Source: an optimization exercise on an open RTL-to-GDS flow (aim: small area and a short achievable clock period). Production flows keep margins and buffers that such runs may drop.
For this run, only the layout was checked, not whether the RTL still works.
Power figures rest on the tool's default switching activity, not on a simulated workload.

[flow/config.mk]
export PLATFORM = sky130hd
export DESIGN_NAME = cic_decimator
export DESIGN_NICKNAME = cic_decimator
export VERILOG_FILES = /design/flow/design.v
export SDC_FILE = /design/flow/constraint.sdc
export NUM_CORES = 4
export LEC_CHECK = 0
export CAP_MARGIN = 20
export CORE_MARGIN = 2
export CORE_UTILIZATION = 60
export CTS_BUF_LIST = sky130_fd_sc_hd__clkbuf_16
export CTS_CLUSTER_DIAMETER = 100
export CTS_CLUSTER_SIZE = 30
export SLEW_MARGIN = 20
[flow/constraint.sdc]
create_clock -name core_clock -period 13.0 [get_ports {clk}]
set_input_delay 2.6000 -clock core_clock [delete_from_list [all_inputs] [get_ports {clk}]]
set_output_delay 2.6000 -clock core_clock [all_outputs]
set_load 0.01 [all_outputs]
[flow/design.v]
module cic_add #(
    parameter W    = 8,
    parameter FAST = 1
) (
    input  wire [W-1:0] a,
    input  wire [W-1:0] b,
    input  wire         ci,
    output wire [W-1:0] s,
    output wire         co
);
    generate
        if (FAST) begin : KS
            assign {co, s} = a + b + ci;
        end else begin : BK
            localparam L = 1 << ($clog2(W) - 1);
            wire [W-1:0] p = a ^ b;
            reg  [W-1:0] g, q;            
            integer i, d;
            always @* begin
                g = a & b;
                q = p;
                g[0] = g[0] | (q[0] & ci);
                for (d = 1; d < W; d = d * 2)
                    for (i = 2 * d - 1; i < W; i = i + 2 * d) begin
                        g[i] = g[i] | (q[i] & g[i-d]);
                        q[i] = q[i] & q[i-d];
                    end
                for (d = L / 2; d >= 1; d = d / 2)
                    for (i = 3 * d - 1; i < W; i = i + 2 * d) begin
                        g[i] = g[i] | (q[i] & g[i-d]);
                        q[i] = q[i] & q[i-d];
                    end
            end
            assign s  = p ^ {g[W-2:0], ci};
            assign co = g[W-1];
        end
    endgenerate
endmodule
module cic_decimator (
    input   wire            clk         ,
    input   wire            rst         ,
    input   wire    [11:0]  din         ,
    input   wire            din_valid   ,
    output  wire    [36:0]  dout        ,
    output  wire            dout_valid
);
    localparam W  = 37;
    localparam N  = 5;
    localparam K  = 3;                        
    localparam D  = N + K;                    
    function integer LO(input integer k);
        LO = (k * W + K - 1) / K;
    endfunction
    function integer WD(input integer k);
        WD = LO(k + 1) - LO(k);
    endfunction
    reg  [11:0]  xr;
    reg  [3:0]   cnt;
    reg  [D-1:0] vd;
    reg  [D-1:0] rd;
    reg  [D-1:0] dd;
    always @(posedge clk) begin
        xr <= din;
        vd <= {vd[D-2:0], din_valid & ~rst};
        rd <= {rd[D-2:0], rst};
        if (rst) begin
            cnt <= 4'd0;
            dd  <= {D{1'b0}};
        end else begin
            if (din_valid) cnt <= cnt + 4'd1;
            dd  <= {dd[D-2:0], din_valid & (cnt == 4'd15)};
        end
    end
    wire [W-1:0] xs [0:K-1];
    assign xs[0] = {{(W-12){xr[11]}}, xr};
    genvar i, k;
    generate
        for (k = 1; k < K; k = k + 1) begin : XD
            reg [W-1:0] x;
            always @(posedge clk) x <= xs[k-1];
            assign xs[k] = x;
        end
    endgenerate
    wire [W-1:0] acc [0:N];
    assign acc[0] = 0;
    generate
        for (i = 1; i <= N; i = i + 1) begin : INT
            for (k = 0; k < K; k = k + 1) begin : S
                reg  [WD(k)-1:0] a;
                wire [WD(k)-1:0] src = (i == 1) ? xs[k][LO(k) +: WD(k)]
                                                : acc[i-1][LO(k) +: WD(k)];
                wire [WD(k)-1:0] b   = src & {WD(k){vd[i+k-1]}};
                wire [WD(k)-1:0] fb  = a & {WD(k){~rd[i+k-1]}};
                wire [WD(k)-1:0] s;
                wire             ci, co;
                if (k == 0) begin : C
                    assign ci = 1'b0;
                end else begin : C
                    reg c;
                    always @(posedge clk) c <= INT[i].S[k-1].co;
                    assign ci = c;
                end
                cic_add #(.W(WD(k)), .FAST(0)) u_add (.a(fb), .b(b), .ci(ci), .s(s), .co(co));
                always @(posedge clk) a <= s;
                assign acc[i][LO(k) +: WD(k)] = a;
            end
        end
    endgenerate
    reg  [2:0] ph;                    
    reg        pend, run;
    reg        go, act0, byp0, last0;
    reg  [1:0] grp;                   
    reg  [K-1:1] act_d, byp_d, last_d;
    reg        vout;
    wire cap0   = dd[N];              
    wire cap_n  = dd[N-1];            
    wire [2:0] ph_n = (ph == 3'd4) ? 3'd0 : ph + 3'd1;
    wire pend_n = (cap0 | pend) & ~go;
    wire run_n  = act0 & ~last0;
    wire go_n   = (cap_n | pend_n) & (ph_n == 3'd0);
    wire act_n  = go_n | (run_n & (ph_n != 3'd0));
    wire [K-1:0] act  = {act_d,  act0};
    wire [K-1:0] byp  = {byp_d,  byp0};
    wire [K-1:0] last = {last_d, last0};
    wire         mask = grp[1];
    always @(posedge clk) begin
        if (rst) begin
            ph     <= 3'd0;
            pend   <= 1'b0;
            run    <= 1'b0;
            go     <= 1'b0;
            act0   <= 1'b0;
            byp0   <= 1'b0;
            last0  <= 1'b0;
            grp    <= 2'd0;
            act_d  <= {(K-1){1'b0}};
            byp_d  <= {(K-1){1'b0}};
            last_d <= {(K-1){1'b0}};
            vout   <= 1'b0;
        end else begin
            ph     <= ph_n;
            pend   <= pend_n;
            run    <= run_n;
            go     <= go_n;
            act0   <= act_n;
            byp0   <= go_n & cap_n;
            last0  <= act_n & (ph_n == 3'd4);
            act_d  <= act[K-2:0];
            byp_d  <= byp[K-2:0];
            last_d <= last[K-2:0];
            vout   <= last[K-1];
            if (last[K-1] && !grp[1]) grp <= grp + 2'd1;
        end
    end
    generate
        for (k = 0; k < K; k = k + 1) begin : CB
            reg  [WD(k)-1:0]   cur;
            reg  [N*WD(k)-1:0] rn;            
            reg  [N*WD(k)-1:0] ro;            
            wire [WD(k)-1:0] rn0  = rn[WD(k)-1:0];
            wire [WD(k)-1:0] ro0  = ro[WD(k)-1:0];
            wire [WD(k)-1:0] d5   = acc[N][LO(k) +: WD(k)];
            wire [WD(k)-1:0] opnd = byp[k] ? d5 : cur;
            wire [WD(k)-1:0] old  = ro0 & {WD(k){mask}};
            wire [WD(k)-1:0] diff;
            wire             ci, co;
            if (k == 0) begin : C
                assign ci = 1'b1;
            end else begin : C
                reg c;
                always @(posedge clk) c <= CB[k-1].co;
                assign ci = c;
            end
            cic_add #(.W(WD(k)), .FAST(1)) u_sub (.a(opnd), .b(~old), .ci(ci), .s(diff), .co(co));
            always @(posedge clk) begin
                rn <= {act[k] ? opnd : rn0, rn[N*WD(k)-1:WD(k)]};
                ro <= {act[k] ? rn0  : ro0, ro[N*WD(k)-1:WD(k)]};
                if (act[k])
                    cur <= diff;
                else if (dd[N+k])
                    cur <= d5;
            end
            assign dout[LO(k) +: WD(k)] = cur;
        end
    endgenerate
    assign dout_valid = vout;
endmodule
[flow/flow/run.sh]
#!/bin/bash
# Standard synthesis and layout; only the port buffers use a faster cell
# than the one buffer_ports picks by default.
set -euo pipefail
bash standard.sh synth > synth.log 2>&1
bash standard.sh "BUFFER_PORTS_ARGS=-buffer_cell sky130_fd_sc_hd__buf_4" finish > layout.log 2>&1
[flow/standard.sh]
#!/bin/bash
# synth_recipe.tcl (not shown) runs the flow's synth.tcl, then flattens the netlist and writes it again
# the make line also repeats each setting of config.mk as NAME=value (left out here)
make -C /OpenROAD-flow-scripts/flow DESIGN_CONFIG=/design/flow/config.mk WORK_HOME=/design/flow/orfs CLKGATE_MAP_FILE= SYNTH_SCRIPT=/design/flow/synth_recipe.tcl "${@:-finish}"
==> reports/qor.yml <==
cts:
  cts_hold_buffers: 0
  clock_latency_ns: 0.62
  h-tree-depth: 1
  cts_tree: "built"
  post_cts_buffers: 0
  cts-resized-gates: 0
  cts.sinks: 661
  ctsLongestPathBuffers: 3
  cts_buffers: 26
  cts.reportedPaths.clkPinSlew_ns: 0.12
  root_buffer: "clkbuf_16"
run_status:
  status: "no timing/DRC/antenna violations"
routing:
  drtIter0Drc: 585
  drt_pass1_iterations: 5
  drc: 0
  num_vias: 14500
  drt_wl_total_um: 42200
  postRouteAntennaNets: 0
  via_per_inst: 5.09
  wire_per_inst_um: 14.8
placed_design:
  dpl.hpwl_um: 30700
  port_buffers: 52
  gp_congestion: 0.833
  placed_cells: 2806
power:
  max-vdd-ir-drop_mv: 0.110
  p_per_area_nw_per_um2: 118
  p_leak_nw: 12.9
logic_synthesis:
  synthCells: 2224
  synth.distinct_cells: 66
  async_flop_share_pct: 0
  synth_ff_type: "dfxtp_1"
  synth-warning-count: 3
  synth_seq_cells: 661
  syn_area_per_cell_um2: 11.7
  syn-num-nets: 2519
  ys_seq_area_share_pct: 52.2
  netlist_area_um2: 26100
  synth-edff-count: 37
setup_path:
  endpoint_kind: "register"
  critPathLaunch: "vd[2]"
  crit_path_max_fanout: 28
  reg2reg_from: "vd[2]"
  worstSetupStartpointType: "register"
  rr_worst_depth: 15
  r2r_slack_ns: 9.02
  critPathKind: "reg2reg"
  reg2reg_to: "INT[1].S[2].a[11]"
  cp_data_arrival_time_ns: 4.47
  required_ns: 13.49
hold_path:
  holdPathEnd: "CB[0].ro[14]"
  min-delay-start: "CB[0].ro[27]"
  min_path_type: "reg2reg"
  hold_depth: 0
grt:
  grt_pass1_vias: 15000
  grt_overflow: 0
  grt_pass1_wl_um: 72600
  grt_start_max_net_pins: 46
  grt_use_met3_pct: 2.01
  use_met2_pct: 32.7
  use_met1_pct: 26.9
  top_usage_layer: "met2"
  grt_use_total_pct: 19.4
  antenna_found_initial: 0
cells_and_area:
  stdcell_count: 2848
  final_common_cell: "dfxtp_1"
  drive_gt1_share_pct: 10.8
  layout_common_cells: "dfxtp_1 (622), nor2b_1 (194), ha_1 (182)"
  area_growth_pct: 6.49
  antenna_cells: 0
  fin_nets: 2544
sta:
  worstMarginPinSlew_ns: 1.04
  slew_viol_final: 0
  rsz0062_at_grt: "no"
  tns_ns: 0
  setup_viol: 0
  period_needed_ns: 3.98
  finalHoldViolations: 0
  slew-limit-headroom_pct: 30.9
  clock_skew_ns: 0.0600
  fmax_mhz: 251
  fin_crit_sh_pct: 30.6
job:
  maxCapViolCount: 0
die:
  core_um2: 43000
  num_io_pins: 53
  die_w_um: 212
  dieArea_um2: 45100
  fp.dieH_um: 212
  initial_core_util_pct: 60.7
  fp-row-count: 76
sequential cells by signal (all words and copies together), names as in the netlist, 2 cells and up:
register,count
XD.x,2
rd,7
INT.S.C.c,10
dd,8
grp,2
xr,12
CB.cur,37
last_d,2
act_d,2
CB.rn,185
INT.S.a,185
CB.C.c,2
ph,3
cnt,4
byp_d,2
CB.ro,185
vd,7
through the flow:
step                      setup WS [ns]  cell area (um^2)  power [mW]  hold WS (ns)  util (%)
after global routing               8.68             27800        3.40         0.326      64.6
final                              9.02             27800        3.27         0.319      64.6
after global placement             9.13             27000        2.33         0.310      62.9
after detailed placement           9.04             27000        2.33         0.312      62.9
after CTS                          9.02             27800        3.30         0.316      64.6
after floorplan                    9.51             26100        2.29         0.310         -
worst max-delay path by stage:
stage / slack [ns] / endpoint / depth (start not counted)
detailed placement: 9.04 / INT[1].S[2].a[11] / 15
finish: 9.02 / INT[1].S[2].a[11] / 15
floorplan: 9.51 / INT[2].S[2].a[11] / 13
global route: 8.68 / INT[1].S[2].a[11] / 15
global placement: 9.13 / INT[1].S[2].a[11] / 15
CTS: 9.02 / INT[1].S[2].a[11] / 15
power breakdown:
part           internal, mW  switching (mW)
registers              2.10          0.0360
clock network         0.374           0.608
logic                0.0708          0.0777
critical path: stages (launching register included):
cell     delay [ns]
dfxtp_1        0.79
nand2_2        0.40
xnor2_1        0.26
ha_1           0.20
a21o_1         0.17
fa_1           0.46
maj3_2         0.32
a21o_1         0.22
a21oi_2        0.15
nor2_1         0.08
a31o_2         0.25
ha_1           0.22
nor3_1         0.17
a21oi_1        0.06
nand3_1        0.09
nand2_1        0.05
final cells by class:
class / count / area, um^2
fill: 3426 / 15200
sequential: 661 / 13600
multi-input combinational: 1381 / 11800
tap: 585 / 732
clock buffer: 26 / 651
timing repair buffer: 61 / 458
inverter: 118 / 443
clock inverter: 16 / 98.8
logic make-up (layout without fill, tap and decap cells):
kind of cell	Yosys count	count (layout)	share of synthesized area (%)
xor+xnor	118	118	3.96
buf+inv	182	221	2.65
fa+ha+maj	283	283	16.4
compound gates	279	279	7.50
flops	661	661	52.2
mux	125	125	5.38
simple gates	576	576	12.0
cells in the mapped netlist (10+ instances only):
cell	n	area share [%]
edfxtp_1	37	4.3
a21o_1	85	2.4
a31oi_1	11	0.26
and2_1	133	3.2
o21a_1	18	0.52
fa_1	98	7.5
nor2_1	96	1.4
nor3_1	17	0.33
inv_1	115	1.7
nand2_1	97	1.4
nor2b_1	194	4.7
clkbuf_1	52	0.75
nand2b_1	10	0.24
mux2_2	121	5.2
a21oi_1	65	1.2
o31ai_1	14	0.40
dfxtp_1	624	48
ha_1	182	8.7
xor2_1	46	1.5
buf_1	10	0.14
o21ai_0	33	0.63
xnor2_1	72	2.4
routing by layer:
metal / part of all wire [%] / vias up
li1: - / 7387
met1: 50 / 6925
met2: 45 / 145
met3: 2.7 / 49
met4: 1.9 / 0
met5: 0 / -

[port drivers added, routing unchanged]
The results above use ideal ports. As a check the final layout listed here was re-extracted and re-timed, cells and wires unchanged.
Step 1 sets driving cells, clkbuf_16 on the clock port and buf_2 on the other inputs (assumed; they add their load-dependent delay and slew).
Step 2 adds t to the input delays and takes it off the output delays; t is the mean of the earliest and latest rising clock arrival at the registers after step 1. Input paths then give back, and output paths get back, about the clock's delay inside the block.
a / b / c = no drivers / after step 1 / after step 2; a / b = the first two.
shift t [ns]: 0.643
setup WS [ns]: 9.022 / 9.022 / 9.022
clock arrival spread, ns: 0.063 / 0.062
After both steps setup and hold are still met in this run. The setup slack of this run moves by 0.000 ns with the drivers and by 0.000 ns with both steps.
